Background: an optimization exercise with open tools, aiming at small area and a short achievable clock period. Do not read the settings as production practice. Power and IR drop assume default switching activity.

==> xenon: inputs <==
// alu_stage
module alu_stage(clk, a, b, imm, alu_src, alu_ctl, result, zero);
	input clk;
	input [31:0] a, b;
	input [9:0] imm;
	input alu_src;
	input [2:0] alu_ctl;
	output [31:0] result;
	output zero;
	wire [31:0] se = {{22{imm[9]}}, imm};
	wire is_add = alu_ctl == 3'b000;
	wire is_sub = alu_ctl == 3'b001;
	wire is_neg = alu_ctl == 3'b010;
	wire is_mul = alu_ctl == 3'b011;
	wire is_and = alu_ctl == 3'b100;
	wire is_or  = alu_ctl == 3'b101;
	wire is_xor = alu_ctl == 3'b110;
	wire is_not = alu_ctl == 3'b111;
	wire [31:0] u = (alu_src & (is_add | is_sub)) ? se : b;
	wire p1 = is_add | is_or, q1 = is_and, r1 = is_xor;
	wire p0 = is_sub, q0 = is_or | is_xor;
	wire [31:0] cr = (u & ({32{p1}} | ({32{q1}} & a) | ({32{r1}} & ~a))) |
		(~u & ({32{p0}} | ({32{q0}} & a)));
	wire [15:0] one, two, inv;
	wire [32:0] bx = {b, 1'b0};
	wire k0 = is_mul ? bx[2] : (is_neg | is_sub);
	genvar i;
	generate
		for (i = 0; i < 16; i = i + 1) begin : enc
  ...
==> flow/config.mk <==
export PLATFORM = sky130hd
export DESIGN_NAME = alu_stage
export DESIGN_NICKNAME = alu_stage
export VERILOG_FILES = /design/flow/design.v
export SDC_FILE = /design/flow/constraint.sdc
export NUM_CORES = 4
export LEC_CHECK = 0
export ABC_AREA = 1
export CAP_MARGIN = 20
export CORE_MARGIN = 2
export CORE_UTILIZATION = 40
export SLEW_MARGIN = 70
export SYNTH_HIERARCHICAL = 1
export SYNTH_MINIMUM_KEEP_SIZE = 0
==> flow/constraint.sdc <==
create_clock -name core_clock -period 15.0 [get_ports {clk}]
set_input_delay 3.0000 -clock core_clock [delete_from_list [all_inputs] [get_ports {clk}]]
set_output_delay 3.0000 -clock core_clock [all_outputs]
set_load 0.01 [all_outputs]
standard.sh (not shown) runs the stock make flow with config.mk's settings and CLKGATE_MAP_FILE= SYNTH_SCRIPT=/design/flow/synth_recipe.tcl, a recipe that flattens the netlist after the stock synthesis.
==> flow/flow/run.sh <==
#!/bin/bash
# Layout flow: the standard flow (the standard.sh), except that
#  - the arithmetic primitive modules (full/half adders, Booth selectors) are
#    synthesized as the library cells given in flow/cells.v (the rest of the
#    design goes through the standard synthesis unchanged), each module kept
#    whole until the final flatten;
#  - ports are buffered with buf_4 cells.
set -euo pipefail
python3 flow/map.py design.v flow/cells.v design_mapped.v > map.log 2>&1
bash standard.sh VERILOG_FILES="$PWD/design_mapped.v" \
  BUFFER_PORTS_ARGS="-buffer_cell sky130_fd_sc_hd__buf_4" finish > standard.log 2>&1
==> flow/flow/cells.v <==
// Cell-level bodies for the design's arithmetic primitive modules. map.py puts
// these in place of the RTL bodies of the modules of the same names.
module fullAdder(cin, x, y, cout, s);
	input cin, x, y;
	output cout, s;
	sky130_fd_sc_hd__fa_1 c(.A(x), .B(y), .CIN(cin), .COUT(cout), .SUM(s));
endmodule
module halfAdder(x, y, cout, s);
	input x, y;
	output cout, s;
	sky130_fd_sc_hd__ha_1 c(.A(x), .B(y), .COUT(cout), .SUM(s));
endmodule
module boothSel(onen, twon, inv, an1, an0, pp);
	input onen, twon, inv, an1, an0;
	output pp;
	wire n;
	sky130_fd_sc_hd__o22ai_1 c0(.A1(onen), .A2(an1), .B1(twon), .B2(an0), .Y(n));
	sky130_fd_sc_hd__xor2_1 c1(.A(n), .B(inv), .X(pp));
endmodule
module boothSel0(onen, inv, an1, pp);
	input onen, inv, an1;
	output pp;
	wire n;
	sky130_fd_sc_hd__nor2_1 c0(.A(onen), .B(an1), .Y(n));
	sky130_fd_sc_hd__xor2_1 c1(.A(n), .B(inv), .X(pp));
endmodule
==> flow/flow/map.py <==
#!/usr/bin/env python3
"""map.py DESIGN CELLS OUT: copy DESIGN to OUT with the body of every module
that CELLS also defines replaced by CELLS's cell-level body."""
import re, sys
design, cells, out = sys.argv[1:4]
mod = re.compile(r'^\s*module\s+(\w+).*?^\s*endmodule\b', re.S | re.M)
repl = {m.group(1): m.group(0) for m in mod.finditer(open(cells).read())}
done = set()
def sub(m):
    name = m.group(1)
    if name in repl:
        done.add(name)
        return repl[name]
    return m.group(0)
text = mod.sub(sub, open(design).read())
missing = set(repl) - done
if missing:
    sys.exit(f"map.py: modules not found in {design}: {sorted(missing)}")
open(out, 'w').write(text)
==> juniper: changes against xenon <==
--- a/flow/design.v
+++ b/flow/design.v
@@ -677,22 +677,22 @@
 	fullAdder fa269(s237, s205, t236, t269, s269);
 	fullAdder fa270(s238, s207, t237, t270, s270);
 	assign s271 = s209 ^ t238 ^ s239;
 	wire [31:0] x = {t270, t269, t268, t267, t266, t265, t264, t263, t262, t261, t260, t259, t258, t257, t256, t255, t254, t253, t252, t251, t250, t249, t248, t247, t246, t245, t244, t243, t242, t241, t240, s240};
 	wire [31:0] y = {s271, s270, s269, s268, s267, s266, s265, s264, s263, s262, s261, s260, s259, s258, s257, s256, s255, s254, s253, s252, s251, s250, s249, s248, s247, s246, s245, s244, s243, s242, s241, pp0[0]};
-	wire [20:0] lo = x[19:0] + y[19:0];
-	reg [19:0] lo_q;
+	wire [24:0] lo = x[23:0] + y[23:0];
+	reg [23:0] lo_q;
 	reg c_q;
-	reg [11:0] xh_q, yh_q;
+	reg [7:0] xh_q, yh_q;
 	always@(posedge clk) begin
-		lo_q <= lo[19:0];
-		c_q <= lo[20];
-		xh_q <= x[31:20];
-		yh_q <= y[31:20];
+		lo_q <= lo[23:0];
+		c_q <= lo[24];
+		xh_q <= x[31:24];
+		yh_q <= y[31:24];
 	end
-	wire [12:0] hs = {xh_q, 1'b1} + {yh_q, c_q};
-	wire [11:0] hi = hs[12:1];
+	wire [8:0] hs = {xh_q, 1'b1} + {yh_q, c_q};
+	wire [7:0] hi = hs[8:1];
 	assign result = {hi, lo_q};
-	wire [11:0] hx = xh_q ^ yh_q;
-	wire [11:0] hc = {xh_q[10:0] | yh_q[10:0], c_q};
-	assign zero = (lo_q == 20'b0) & (hx == hc);
+	wire [7:0] hx = xh_q ^ yh_q;
+	wire [7:0] hc = {xh_q[6:0] | yh_q[6:0], c_q};
+	assign zero = (lo_q == 24'b0) & (hx == hc);
 endmodule
==> flow/flow/run.sh (replaced) <==
#!/bin/bash
# Layout flow: the standard flow (the standard.sh), except that
#  - the arithmetic primitive modules (full/half adders, Booth selectors) are
#    synthesized as the library cells given in flow/cells.v (the rest of the
#    design goes through the standard synthesis unchanged), each module kept
#    whole until the final flatten;
#  - ports are buffered with buf_4 cells;
#  - flip-flops driving many pins are upsized before the placement repair.
set -euo pipefail
python3 flow/map.py design.v flow/cells.v design_mapped.v > map.log 2>&1
bash standard.sh VERILOG_FILES="$PWD/design_mapped.v" \
  BUFFER_PORTS_ARGS="-buffer_cell sky130_fd_sc_hd__buf_4" \
  PRE_RESIZE_TCL="$PWD/flow/pre_resize.tcl" finish > standard.log 2>&1
==> flow/flow/pre_resize.tcl (new file) <==
# Before the placement repair: flip-flops whose output drives many pins get
# the library's strongest version of their own cell type.
set n 0
foreach inst [get_cells *] {
  set ref [get_property $inst ref_name]
  if {$ref ne "sky130_fd_sc_hd__dfxtp_1"} { continue }
  set q [get_pins -of_objects $inst -filter "direction == output"]
  set net [get_nets -of_objects $q]
  set fo [llength [get_pins -of_objects $net -filter "direction == input"]]
  if {$fo >= 8} {
    replace_cell $inst sky130_fd_sc_hd__dfxtp_4
    incr n
  }
}
puts "pre_resize: $n flip-flops upsized"
==> delta: changes against xenon <==
==> flow/flow/run.sh (replaced) <==
#!/bin/bash
# Layout flow: the standard flow (the standard.sh), except that
#  - the arithmetic primitive modules (full/half adders, Booth selectors) are
#    synthesized as the library cells given in flow/cells.v (the rest of the
#    design goes through the standard synthesis unchanged), each module kept
#    whole until the final flatten;
#  - ports are buffered with buf_4 cells;
#  - flip-flops driving many pins are upsized before the placement repair.
set -euo pipefail
python3 flow/map.py design.v flow/cells.v design_mapped.v > map.log 2>&1
bash standard.sh VERILOG_FILES="$PWD/design_mapped.v" \
  BUFFER_PORTS_ARGS="-buffer_cell sky130_fd_sc_hd__buf_4" \
  PRE_RESIZE_TCL="$PWD/flow/pre_resize.tcl" finish > standard.log 2>&1
==> flow/flow/pre_resize.tcl (new file) <==
# Before the placement repair: flip-flops whose output drives many pins get
# the library's strongest version of their own cell type.
set n 0
foreach inst [get_cells *] {
  set ref [get_property $inst ref_name]
  if {$ref ne "sky130_fd_sc_hd__dfxtp_1"} { continue }
  set q [get_pins -of_objects $inst -filter "direction == output"]
  set net [get_nets -of_objects $q]
  set fo [llength [get_pins -of_objects $net -filter "direction == input"]]
  if {$fo >= 8} {
    replace_cell $inst sky130_fd_sc_hd__dfxtp_4
    incr n
  }
}
puts "pre_resize: $n flip-flops upsized"
==> tundra: changes against xenon <==
--- a/flow/design.v
+++ b/flow/design.v
@@ -677,22 +677,22 @@
 	fullAdder fa269(s237, s205, t236, t269, s269);
 	fullAdder fa270(s238, s207, t237, t270, s270);
 	assign s271 = s209 ^ t238 ^ s239;
 	wire [31:0] x = {t270, t269, t268, t267, t266, t265, t264, t263, t262, t261, t260, t259, t258, t257, t256, t255, t254, t253, t252, t251, t250, t249, t248, t247, t246, t245, t244, t243, t242, t241, t240, s240};
 	wire [31:0] y = {s271, s270, s269, s268, s267, s266, s265, s264, s263, s262, s261, s260, s259, s258, s257, s256, s255, s254, s253, s252, s251, s250, s249, s248, s247, s246, s245, s244, s243, s242, s241, pp0[0]};
-	wire [20:0] lo = x[19:0] + y[19:0];
-	reg [19:0] lo_q;
+	wire [26:0] lo = x[25:0] + y[25:0];
+	reg [25:0] lo_q;
 	reg c_q;
-	reg [11:0] xh_q, yh_q;
+	reg [5:0] xh_q, yh_q;
 	always@(posedge clk) begin
-		lo_q <= lo[19:0];
-		c_q <= lo[20];
-		xh_q <= x[31:20];
-		yh_q <= y[31:20];
+		lo_q <= lo[25:0];
+		c_q <= lo[26];
+		xh_q <= x[31:26];
+		yh_q <= y[31:26];
 	end
-	wire [12:0] hs = {xh_q, 1'b1} + {yh_q, c_q};
-	wire [11:0] hi = hs[12:1];
+	wire [6:0] hs = {xh_q, 1'b1} + {yh_q, c_q};
+	wire [5:0] hi = hs[6:1];
 	assign result = {hi, lo_q};
-	wire [11:0] hx = xh_q ^ yh_q;
-	wire [11:0] hc = {xh_q[10:0] | yh_q[10:0], c_q};
-	assign zero = (lo_q == 20'b0) & (hx == hc);
+	wire [5:0] hx = xh_q ^ yh_q;
+	wire [5:0] hc = {xh_q[4:0] | yh_q[4:0], c_q};
+	assign zero = (lo_q == 26'b0) & (hx == hc);
 endmodule
==> flow/flow/run.sh (replaced) <==
#!/bin/bash
# Layout flow: the standard flow (the standard.sh), except that
#  - the arithmetic primitive modules (full/half adders, Booth selectors) are
#    synthesized as the library cells given in flow/cells.v (the rest of the
#    design goes through the standard synthesis unchanged), each module kept
#    whole until the final flatten;
#  - ports are buffered with buf_4 cells;
#  - flip-flops driving many pins are upsized before the placement repair.
set -euo pipefail
python3 flow/map.py design.v flow/cells.v design_mapped.v > map.log 2>&1
bash standard.sh VERILOG_FILES="$PWD/design_mapped.v" \
  BUFFER_PORTS_ARGS="-buffer_cell sky130_fd_sc_hd__buf_4" \
  PRE_RESIZE_TCL="$PWD/flow/pre_resize.tcl" finish > standard.log 2>&1
==> flow/flow/pre_resize.tcl (new file) <==
# Before the placement repair: flip-flops whose output drives many pins get
# the library's strongest version of their own cell type.
set n 0
foreach inst [get_cells *] {
  set ref [get_property $inst ref_name]
  if {$ref ne "sky130_fd_sc_hd__dfxtp_1"} { continue }
  set q [get_pins -of_objects $inst -filter "direction == output"]
  set net [get_nets -of_objects $q]
  set fo [llength [get_pins -of_objects $net -filter "direction == input"]]
  if {$fo >= 8} {
    replace_cell $inst sky130_fd_sc_hd__dfxtp_4
    incr n
  }
}
puts "pre_resize: $n flip-flops upsized"
==> notes <==
- First-iteration DRC count, lowest first: juniper, xenon, tundra, delta.
- Of xenon and tundra, tundra has the higher synthesized cell count (gap 2.1%, measured against tundra).
- The lowest worst hold slack belongs to tundra, the highest to xenon.
- The lowest register-to-register slack belongs to tundra, the highest to delta.
- Setup slack: xenon < tundra < delta < juniper.
- Between juniper and tundra, the lower power is in juniper (gap 3.6%, measured against tundra).
- Sequential cell count: juniper is higher than tundra (2).
==> figures <==
Worst slack at placement: juniper 10210 ps; xenon 10080 ps; delta 10110 ps; tundra 9890 ps
Synthesized area divided by synthesized cell count: juniper 9.06 sq um; xenon 9.14 sq um; delta 9.14 sq um; tundra 8.88 sq um
Seq/Total Area, Yosys: juniper 18.6%; xenon 19.0%; delta 19.0%; tundra 18.4%
Worst-case hold path end point: juniper lo_q[1]; xenon lo_q[0]; delta lo_q[0]; tundra lo_q[0]
Flop and latch count out of synthesis: juniper 154; xenon 158; delta 158; tundra 152
Clock tree buffer count of the final layout: juniper 20; xenon 21; delta 22; tundra 22
GR Util All Layers: juniper 27.4%; xenon 25.8%; delta 25.7%; tundra 27.2%
Power density over the cells: juniper 156 mW/mm^2; xenon 147 mW/mm^2; delta 145 mW/mm^2; tundra 162 mW/mm^2
Horizontal die dimension: juniper 208 um; xenon 208 um; delta 208 um; tundra 207 um
Maximum operating frequency: juniper 196 MHz; xenon 186 MHz; delta 189 MHz; tundra 188 MHz
Synthesized-area fraction occupied by xor and xnor cells: juniper 16.6%; xenon 16.7%; delta 16.7%; tundra 16.5%
Met1 Resource Use GR: juniper 37.4%; xenon 36.5%; delta 36.8%; tundra 35.9%
Layout-stage area growth over the synthesis result: juniper 15.0%; xenon 14.5%; delta 14.7%; tundra 15.4%
Largest stage delay on the critical path: juniper 380 ps; xenon 540 ps; delta 540 ps; tundra 480 ps
Outcome: juniper no timing/DRC/antenna violations; xenon no timing/DRC/antenna violations; delta no timing/DRC/antenna violations; tundra no timing/DRC/antenna violations
Post-synth design cell area: juniper 0.0166 sq mm; xenon 0.0166 sq mm; delta 0.0166 sq mm; tundra 0.0165 sq mm
Function was not checked in any run of this note: the RTL went through the layout flow alone.

[re-timing with driven ports]
No port has a modelled driver above. Below, the same layouts with a new extraction and two added sets of constraints.
Step 1 sets driving cells, clkbuf_16 on the clock port and buf_2 on the other inputs (assumed; they add their load-dependent delay and slew).
Step 2 adds t to the input delays and takes it off the output delays; t is the mean of the earliest and latest rising clock arrival at the registers after step 1. Input paths then give back, and output paths get back, about the clock's delay inside the block.
Slacks: ideal / step 1 / step 2; pairs: ideal / step 1.
run | t, ns | setup slack, ns | worst setup path after step 2
xenon | 0.504 | 9.622 / 9.570 / 10.074 | register to output
juniper | 0.504 | 9.898 / 9.846 / 10.149 | register to register
delta | 0.491 | 9.710 / 9.659 / 10.150 | register to output
tundra | 0.507 | 9.691 / 9.641 / 9.988 | register to register
After both steps setup and hold are still met in every run listed.
